This design comes from an exercise in tuning for small area on the open sky130 flow, not from production work.
Function was checked by simulation only, so behaviour that the tests miss may differ from the original.
Power and IR drop assume default switching activity.

==> 09-21: inputs <==
==> flow/design.v <==
module testpattern
(
    input              I_pxl_clk   ,
    input              I_rst_n     ,
    input      [2:0]   I_mode      ,
    input      [7:0]   I_single_r  ,
    input      [7:0]   I_single_g  ,
    input      [7:0]   I_single_b  ,
    input      [11:0]  I_h_total   ,
    input      [11:0]  I_h_sync    ,
    input      [11:0]  I_h_bporch  ,
    input      [11:0]  I_h_res     ,
    input      [11:0]  I_v_total   ,
    input      [11:0]  I_v_sync    ,
    input      [11:0]  I_v_bporch  ,
    input      [11:0]  I_v_res     ,
    input              I_hs_pol    ,
    input              I_vs_pol    ,
    output reg         O_de        ,
    output reg         O_hs        ,
    output reg         O_vs        ,
    output     [7:0]   O_data_r    ,
    output     [7:0]   O_data_g    ,
    output     [7:0]   O_data_b
);
localparam SYNC = 2'd0, BP = 2'd1, ACT = 2'd2, FP = 2'd3;
reg  [11:0] L, S;
reg  [1:0]  hph;
wire        lend  = (L == 12'd1);
wire [11:0] S_inc = S + 1'b1;
wire [11:0] hlen  = hph[1] ? I_h_res : (hph[0] ? I_h_bporch : I_h_sync);
wire        send  = (S_inc == hlen);
wire        hbp0  = (I_h_bporch == 12'd0);
always @(posedge I_pxl_clk) begin
    if (!I_rst_n) begin
        L   <= 12'd4;        
        S   <= 12'd0;
        hph <= FP;
    end else if (lend) begin
        L   <= I_h_total;
        S   <= 12'd0;
        hph <= SYNC;
    end else begin
        L   <= L - 1'b1;
        S   <= send ? 12'd0 : S_inc;
        if (send)
            case (hph)
                SYNC:    hph <= hbp0 ? ACT : BP;
                BP:      hph <= ACT;
                default: hph <= FP;
            endcase
    end
end
reg  [11:0] VL, VS;
reg  [1:0]  vph;
wire        fend   = (VL == 12'd1);
wire [11:0] VS_inc = VS + 1'b1;
wire [11:0] vlen   = vph[1] ? I_v_res : (vph[0] ? I_v_bporch : I_v_sync);
wire        vsend  = (VS_inc == vlen);
wire        vbp0   = (I_v_bporch == 12'd0);
always @(posedge I_pxl_clk) begin
    if (!I_rst_n) begin
        VL  <= 12'd1;
        VS  <= 12'd0;
        vph <= FP;
    end else if (lend) begin
        if (fend) begin
            VL  <= I_v_total;
            VS  <= 12'd0;
            vph <= SYNC;
        end else begin
            VL  <= VL - 1'b1;
            VS  <= vsend ? 12'd0 : VS_inc;
            if (vsend)
                case (vph)
                    SYNC:    vph <= vbp0 ? ACT : BP;
                    BP:      vph <= ACT;
                    default: vph <= FP;
                endcase
        end
    end
end
wire de  = (hph == ACT) & (vph == ACT);
wire hsn = (hph != SYNC);
wire vsn = (vph != SYNC);
reg        seen;             
reg  [8:0] u;                
reg  [3:0] bar;              
reg        k;                
reg        sk;               
wire [8:0] W    = I_h_res[11:3];
wire       W1   = (W == 9'd1);
wire [8:0] u_inc = u + 1'b1;
wire       eqW  = (u_inc == W);
wire       c_in = eqW & ~sk & ~(W1 & ~k & (bar != 4'd0));
wire       c0   = O_de ? (W1 ? k : eqW) : (~seen & W1);
always @(posedge I_pxl_clk) begin
    if (!I_rst_n) begin
        seen <= 1'b0;
        u    <= 9'd0;
        bar  <= 4'd0;
        k    <= 1'b0;
        sk   <= 1'b0;
    end else if (de) begin
        seen <= 1'b1;
        u    <= eqW ? 9'd0 : u_inc;
        bar  <= bar + c_in;
        sk   <= sk & ~eqW;
    end else begin
        u    <= 9'd0;
        bar  <= {3'd0, c0};
        k    <= c0;
        sk   <= c0 & ~W1;
    end
end
wire        blk     = ~de | bar[3];
wire [23:0] color   = blk ? 24'd0 : {{8{~bar[0]}}, {8{~bar[2]}}, {8{~bar[1]}}};
wire        grid    = de & ((S[4:0] == 5'd0) | send | (VS[4:0] == 5'd0) | ((vph == ACT) & vsend));
wire [7:0]  gray    = de ? S[7:0] : (seen ? I_h_res[7:0] : 8'd0);
wire [23:0] data_sel = (I_mode == 3'd0) ? color :
                       (I_mode == 3'd1) ? {16'd0, {8{grid}}} :
                       (I_mode == 3'd2) ? {gray, gray, gray} :
                       (I_mode == 3'd3) ? {I_single_b, I_single_g, I_single_r} :
                                          {8'hff, 16'd0};
reg [23:0] data;
always @(posedge I_pxl_clk or negedge I_rst_n) begin
    if (!I_rst_n) begin
        O_de <= 1'b0;
        O_hs <= 1'b1;
        O_vs <= 1'b1;
        data <= 24'd0;
    end else begin
        O_de <= de;
        O_hs <= I_hs_pol ? ~hsn : hsn;
        O_vs <= I_vs_pol ? ~vsn : vsn;
        data <= data_sel;
    end
end
assign O_data_r = data[ 7: 0];
assign O_data_g = data[15: 8];
assign O_data_b = data[23:16];
endmodule
==> flow/run.sh <==
#!/bin/bash
# synth_recipe.tcl (not shown) runs the flow's synth.tcl, then flattens the netlist and writes it again
# the make line also repeats each setting of config.mk as NAME=value (left out here)
make -C /OpenROAD-flow-scripts/flow DESIGN_CONFIG=/design/flow/config.mk WORK_HOME=/design/flow/orfs CLKGATE_MAP_FILE= SYNTH_SCRIPT=/design/flow/synth_recipe.tcl finish
==> flow/config.mk <==
export PLATFORM = sky130hd
export DESIGN_NAME = testpattern
export DESIGN_NICKNAME = testpattern
export VERILOG_FILES = /design/flow/design.v
export SDC_FILE = /design/flow/constraint.sdc
export NUM_CORES = 8
export LEC_CHECK = 0
export CAP_MARGIN = 20
export CORE_MARGIN = 2
export CORE_UTILIZATION = 40
export SLEW_MARGIN = 20
==> flow/constraint.sdc <==
create_clock -name core_clock -period 6.7 [get_ports {I_pxl_clk}]
set_input_delay 1.3400 -clock core_clock [delete_from_list [all_inputs] [get_ports {I_pxl_clk}]]
set_output_delay 1.3400 -clock core_clock [all_outputs]
set_load 0.01 [all_outputs]
==> inputs of 04-06, as changes to 09-21 <==
==> flow/design.v (replaced) <==
module testpattern
(
    input              I_pxl_clk   ,
    input              I_rst_n     ,
    input      [2:0]   I_mode      ,
    input      [7:0]   I_single_r  ,
    input      [7:0]   I_single_g  ,
    input      [7:0]   I_single_b  ,
    input      [11:0]  I_h_total   ,
    input      [11:0]  I_h_sync    ,
    input      [11:0]  I_h_bporch  ,
    input      [11:0]  I_h_res     ,
    input      [11:0]  I_v_total   ,
    input      [11:0]  I_v_sync    ,
    input      [11:0]  I_v_bporch  ,
    input      [11:0]  I_v_res     ,
    input              I_hs_pol    ,
    input              I_vs_pol    ,
    output reg         O_de        ,
    output reg         O_hs        ,
    output reg         O_vs        ,
    output     [7:0]   O_data_r    ,
    output     [7:0]   O_data_g    ,
    output     [7:0]   O_data_b
);
localparam SYNC = 2'd0, BP = 2'd1, ACT = 2'd2, FP = 2'd3;
reg  [11:0] L, S;
reg  [1:0]  hph;
wire        lend  = (L == 12'd1);
wire [11:0] S_inc = S + 1'b1;
wire [11:0] hlen  = hph[1] ? I_h_res : (hph[0] ? I_h_bporch : I_h_sync);
wire        send  = (S_inc == hlen);
wire        hbp0  = (I_h_bporch == 12'd0);
always @(posedge I_pxl_clk)
    if (!I_rst_n)  L <= 12'd4;
    else if (lend) L <= I_h_total;
    else           L <= L - 1'b1;
always @(posedge I_pxl_clk)
    S <= (lend | send) ? 12'd0 : S_inc;
always @(posedge I_pxl_clk)
    if (!I_rst_n)  hph <= FP;
    else if (lend) hph <= SYNC;
    else if (send)
        case (hph)
            SYNC:    hph <= hbp0 ? ACT : BP;
            BP:      hph <= ACT;
            default: hph <= FP;
        endcase
reg  [11:0] VL, VS;
reg  [1:0]  vph;
wire        fend  = (VL == 12'd1);
wire        vsend = (VS == 12'd1);
wire        vbp0  = (I_v_bporch == 12'd0);
wire        vnew  = lend & fend;
wire        vseg  = lend & vsend;
always @(posedge I_pxl_clk)
    if (!I_rst_n) VL <= 12'd1;
    else          VL <= vnew ? I_v_total : VL - lend;
always @(posedge I_pxl_clk)
    if (vnew)
        VS <= I_v_sync;
    else if (vseg & (vph == SYNC) & ~vbp0)
        VS <= I_v_bporch;
    else if (vseg & (vph != ACT))
        VS <= I_v_res;
    else
        VS <= VS - lend;
always @(posedge I_pxl_clk)
    if (!I_rst_n)  vph <= FP;
    else if (vnew) vph <= SYNC;
    else if (vseg)
        case (vph)
            SYNC:    vph <= vbp0 ? ACT : BP;
            BP:      vph <= ACT;
            default: vph <= FP;
        endcase
wire de  = (hph == ACT) & (vph == ACT);
wire hsn = (hph != SYNC);
wire vsn = (vph != SYNC);
reg        seen;             
reg  [8:0] d;
reg  [3:0] bar;
reg        k;
reg        sk;
wire [8:0] W    = I_h_res[11:3];
wire       W1   = (W == 9'd1);
wire       eqW  = (d == 9'd1);
wire       c_in = eqW & ~sk & ~(W1 & ~k & (bar != 4'd0));
wire       c0   = O_de ? (W1 ? k : eqW) : (~seen & W1);
always @(posedge I_pxl_clk)
    if (!I_rst_n) seen <= 1'b0;
    else if (de)  seen <= 1'b1;
always @(posedge I_pxl_clk) begin
    d   <= (de & ~eqW) ? d - 1'b1 : W;
    bar <= de ? bar + c_in : {3'd0, c0};
    k   <= de ? k : c0;
    sk  <= de ? (sk & ~eqW) : (c0 & ~W1);
end
wire        blk      = ~de | bar[3];
wire [23:0] color    = blk ? 24'd0 : {{8{~bar[0]}}, {8{~bar[2]}}, {8{~bar[1]}}};
wire        grid     = de & ((S[4:0] == 5'd0) | send | (VS[4:0] == I_v_res[4:0]) | vsend);
wire [7:0]  gray     = de ? S[7:0] : (seen ? I_h_res[7:0] : 8'd0);
wire [23:0] data_sel = (I_mode == 3'd0) ? color :
                       (I_mode == 3'd1) ? {16'd0, {8{grid}}} :
                       (I_mode == 3'd2) ? {gray, gray, gray} :
                       (I_mode == 3'd3) ? {I_single_b, I_single_g, I_single_r} :
                                          {8'hff, 16'd0};
reg [23:0] data;
always @(posedge I_pxl_clk or negedge I_rst_n)
    if (!I_rst_n) begin
        O_de <= 1'b0;
        O_hs <= 1'b1;
        O_vs <= 1'b1;
        data <= 24'd0;
    end else begin
        O_de <= de;
        O_hs <= I_hs_pol ? ~hsn : hsn;
        O_vs <= I_vs_pol ? ~vsn : vsn;
        data <= data_sel;
    end
assign O_data_r = data[ 7: 0];
assign O_data_g = data[15: 8];
assign O_data_b = data[23:16];
endmodule
==> flow/flow/run.sh (new file) <==
#!/bin/bash
# Own layout flow: the standard ORFS flow (standard.sh), with these changes:
#  - ABC maps the logic with an area-oriented script (flow/area.script)
#    instead of the delay-oriented one, and adders' carry chains are mapped
#    as ripple chains (flow/ripple_lcu.v) instead of Kogge-Stone trees.
#    Everything else in synthesis (synth_recipe.tcl: registers, flattening,
#    renaming) is unchanged.
#  - the input/output port buffers are sky130_fd_sc_hd__buf_1.
#  - clock tree synthesis uses CTS_ARGS below (no dummy loads).
set -euo pipefail
HERE=$(pwd)
CTS_ARGS_OWN="${CTS_ARGS_OWN:--sink_clustering_enable -repair_clock_nets -buf_list sky130_fd_sc_hd__clkbuf_16 -dont_use_dummy_load -sink_clustering_size 50 -sink_clustering_max_diameter 300}"
cat > "$HERE/own_synth.tcl" <<EOT
proc abc {args} {
  set i [lsearch \$args -script]
  if {\$i >= 0} { lset args [expr {\$i + 1}] $HERE/flow/area.script }
  yosys abc {*}\$args
}
source $HERE/synth_recipe.tcl
EOT
bash standard.sh SYNTH_SCRIPT="$HERE/own_synth.tcl" \
  SYNTH_OPERATIONS_ARGS="-extra-map $HERE/flow/ripple_lcu.v" \
  BUFFER_PORTS_ARGS="-buffer_cell sky130_fd_sc_hd__buf_1" \
  CTS_ARGS="$CTS_ARGS_OWN" finish > "$HERE/standard.log" 2>&1
==> flow/flow/area.script (new file) <==
&get -n
&st
&syn2
&dch -f
&nf -a
&put
topo
dnsize
==> flow/flow/ripple_lcu.v (new file) <==
(* techmap_celltype = "$lcu" *)
module _80_lcu_ripple (P, G, CI, CO);
	parameter WIDTH = 2;
	(* force_downto *)
	input [WIDTH-1:0] P, G;
	input CI;
	(* force_downto *)
	output [WIDTH-1:0] CO;
	genvar i;
	generate for (i = 0; i < WIDTH; i = i + 1) begin: g
		if (i == 0) begin: f
			assign CO[0] = G[0] | (P[0] & CI);
		end else begin: r
			assign CO[i] = G[i] | (P[i] & CO[i-1]);
		end
	end endgenerate
endmodule
==> flow/standard.sh (new file) <==
#!/bin/bash
# synth_recipe.tcl (not shown) runs the flow's synth.tcl, then flattens the netlist and writes it again
# the make line also repeats each setting of config.mk as NAME=value (left out here)
make -C /OpenROAD-flow-scripts/flow DESIGN_CONFIG=/design/flow/config.mk WORK_HOME=/design/flow/orfs CLKGATE_MAP_FILE= SYNTH_SCRIPT=/design/flow/synth_recipe.tcl "${@:-finish}"
removed: flow/run.sh
==> inputs of 01-12, as changes to 09-21 <==
--- a/flow/design.v
+++ b/flow/design.v
@@ -56,6 +56,6 @@
 wire        fend   = (VL == 12'd1);
-wire [11:0] VS_inc = VS + 1'b1;
-wire [11:0] vlen   = vph[1] ? I_v_res : (vph[0] ? I_v_bporch : I_v_sync);
-wire        vsend  = (VS_inc == vlen);
+wire        vsend  = (VS == 12'd1);
 wire        vbp0   = (I_v_bporch == 12'd0);
+wire        vnew   = lend & fend;
+wire        vseg   = lend & vsend;
 always @(posedge I_pxl_clk) begin
@@ -65,17 +65,15 @@
         vph <= FP;
-    end else if (lend) begin
-        if (fend) begin
-            VL  <= I_v_total;
-            VS  <= 12'd0;
+    end else begin
+        VL <= vnew ? I_v_total : VL - lend;
+        if (vnew) begin
+            VS  <= I_v_sync;
             vph <= SYNC;
-        end else begin
-            VL  <= VL - 1'b1;
-            VS  <= vsend ? 12'd0 : VS_inc;
-            if (vsend)
-                case (vph)
-                    SYNC:    vph <= vbp0 ? ACT : BP;
-                    BP:      vph <= ACT;
-                    default: vph <= FP;
-                endcase
-        end
+        end else if (vseg) begin
+            case (vph)
+                SYNC:    begin vph <= vbp0 ? ACT : BP; VS <= vbp0 ? I_v_res : I_v_bporch; end
+                BP:      begin vph <= ACT; VS <= I_v_res; end
+                default: begin vph <= FP; VS <= 12'd0; end
+            endcase
+        end else
+            VS <= VS - lend;
     end
@@ -85,11 +83,10 @@
 wire vsn = (vph != SYNC);
-reg        seen;             
-reg  [8:0] u;                
-reg  [3:0] bar;              
-reg        k;                
-reg        sk;               
+reg        seen;
+reg  [8:0] d;
+reg  [3:0] bar;
+reg        k;
+reg        sk;
 wire [8:0] W    = I_h_res[11:3];
 wire       W1   = (W == 9'd1);
-wire [8:0] u_inc = u + 1'b1;
-wire       eqW  = (u_inc == W);
+wire       eqW  = (d == 9'd1);
 wire       c_in = eqW & ~sk & ~(W1 & ~k & (bar != 4'd0));
@@ -98,10 +95,6 @@
     if (!I_rst_n) begin
-        seen <= 1'b0;
-        u    <= 9'd0;
-        bar  <= 4'd0;
-        k    <= 1'b0;
-        sk   <= 1'b0;
+        seen <= 1'b0; d <= 9'd0; bar <= 4'd0; k <= 1'b0; sk <= 1'b0;
     end else if (de) begin
         seen <= 1'b1;
-        u    <= eqW ? 9'd0 : u_inc;
+        d    <= eqW ? W : d - 1'b1;
         bar  <= bar + c_in;
@@ -109,3 +102,3 @@
     end else begin
-        u    <= 9'd0;
+        d    <= W;
         bar  <= {3'd0, c0};
@@ -117,3 +110,3 @@
 wire [23:0] color   = blk ? 24'd0 : {{8{~bar[0]}}, {8{~bar[2]}}, {8{~bar[1]}}};
-wire        grid    = de & ((S[4:0] == 5'd0) | send | (VS[4:0] == 5'd0) | ((vph == ACT) & vsend));
+wire        grid    = de & ((S[4:0] == 5'd0) | send | (VS[4:0] == I_v_res[4:0]) | ((vph == ACT) & vsend));
 wire [7:0]  gray    = de ? S[7:0] : (seen ? I_h_res[7:0] : 8'd0);
==> flow/flow/run.sh (new file) <==
#!/bin/bash
# Own layout flow: the standard ORFS flow, with two changes:
#  - ABC maps the logic with an area-oriented script (flow/area.script)
#    instead of the delay-oriented one; everything else in synthesis
#    (synth_recipe.tcl, registers, flattening, renaming) is unchanged.
#  - the input/output port buffers are sky130_fd_sc_hd__buf_1.
#  - clock tree synthesis uses clkbuf_8 cells and no dummy loads.
set -euo pipefail
HERE=$(pwd)
cat > "$HERE/own_synth.tcl" <<EOT
proc abc {args} {
  set i [lsearch \$args -script]
  if {\$i >= 0} { lset args [expr {\$i + 1}] $HERE/flow/area.script }
  yosys abc {*}\$args
}
source $HERE/synth_recipe.tcl
EOT
bash standard.sh SYNTH_SCRIPT="$HERE/own_synth.tcl" \
  BUFFER_PORTS_ARGS="-buffer_cell sky130_fd_sc_hd__buf_1" \
  CTS_ARGS="-sink_clustering_enable -repair_clock_nets -buf_list sky130_fd_sc_hd__clkbuf_8 -dont_use_dummy_load" finish > "$HERE/standard.log" 2>&1
==> flow/flow/area.script (new file) <==
&get -n
&st
&syn2
&dch -f
&nf -a
&put
topo
dnsize
==> flow/standard.sh (new file) <==
#!/bin/bash
# synth_recipe.tcl (not shown) runs the flow's synth.tcl, then flattens the netlist and writes it again
# the make line also repeats each setting of config.mk as NAME=value (left out here)
make -C /OpenROAD-flow-scripts/flow DESIGN_CONFIG=/design/flow/config.mk WORK_HOME=/design/flow/orfs CLKGATE_MAP_FILE= SYNTH_SCRIPT=/design/flow/synth_recipe.tcl "${@:-finish}"
removed: flow/run.sh
==> run summary <==
quantity	04-06	01-12	09-21
Result of the run	complete, no violations	complete, no violations	complete, no violations
Adder-cell share of the synthesized area	13.9%	2.99%	2.25%
Pin slew with the least headroom to its limit	1.01 ns	1.03 ns	0.984 ns
Post-synthesis xor/xnor area fraction	4.43%	10.2%	8.96%
Initial Utilization	41.0%	41.4%	40.5%
Most repeated cell in the gate-level netlist after synthesis	sky130_fd_sc_hd__dfxtp_1	sky130_fd_sc_hd__nor2_1	sky130_fd_sc_hd__nor2_1
Utilization after layout	49.6%	49.1%	52.9%
Worst hold slack	0.482 ns	0.477 ns	0.479 ns
Final routed wirelength across all metal layers	13300 microns	13800 microns	18200 microns
Share of post-route cells with drive strength above 1	2.30%	1.96%	4.64%
Number of clock buffers in the layout	9	9	12
End of the worst hold path	sk$_DFF_P_	sk$_SDFF_PN0_	VL[1]$_SDFFE_PN0P_
Setup slack at placement	2.67 ns	2.88 ns	2.72 ns
Pwr Density	291 nW/um^2	267 nW/um^2	250 nW/um^2
Top cell type's share of synthesized area	27.1%	27.1%	22.3%
Launch instance of the worst register-to-register path	S[0]$_SDFF_PP0_	hph[0]$_SDFFE_PN1P_	vph[1]$_SDFFE_PN1P_
Switching Fraction	32.2%	36.1%	37.1%
Multiplexer share of the synthesized area	2.28%	3.22%	4.75%
Crit path arrival time	4.36 ns	3.79 ns	3.91 ns
Data buffer area share	10.0%	9.94%	19.3%
Total combinational power	525 uW	515 uW	761 uW
Area growth from synthesis to layout	21.0%	18.5%	30.4%
Worst-path cell with the longest stage delay	sky130_fd_sc_hd__nor3_1	sky130_fd_sc_hd__nor4_1	sky130_fd_sc_hd__dfxtp_1

## port drivers added, routing unchanged
In the flow no input, the clock included, has a driving cell. The finished layouts below were timed again as built, in two steps.
Step 1: set_driving_cell puts a clkbuf_16 on I_pxl_clk and a buf_2 on each other input, an assumption about the parent block.
Step 2 moves the port delays by t, midway between the first and last clock arrival at a register: inputs arrive t later, outputs are due t later. That takes back most of the time a late clock gives input paths.
Slacks: no drivers / after step 1 / after step 2; pairs: no drivers / after step 1.
run | t (ns) | setup slack, ns | hold WS [ns] | latest minus earliest clock arrival (ns) | cell pins on the clock port's net
09-21 | 0.383 | 3.062 / 3.062 / 2.701 | 0.479 / 0.479 / 0.479 | 0.008 / 0.008 | 1
04-06 | 0.373 | 2.601 / 2.601 / 2.601 | 0.482 / 0.482 / 0.482 | 0.013 / 0.013 | 1
01-12 | 0.397 | 3.193 / 3.208 / 2.811 | 0.477 / 0.477 / 0.477 | 0.021 / 0.021 | 1
After both steps every run listed still meets setup and hold. The setup slack of 01-12, which loses most, moves by +0.015 ns with the drivers and by -0.382 ns with both steps.
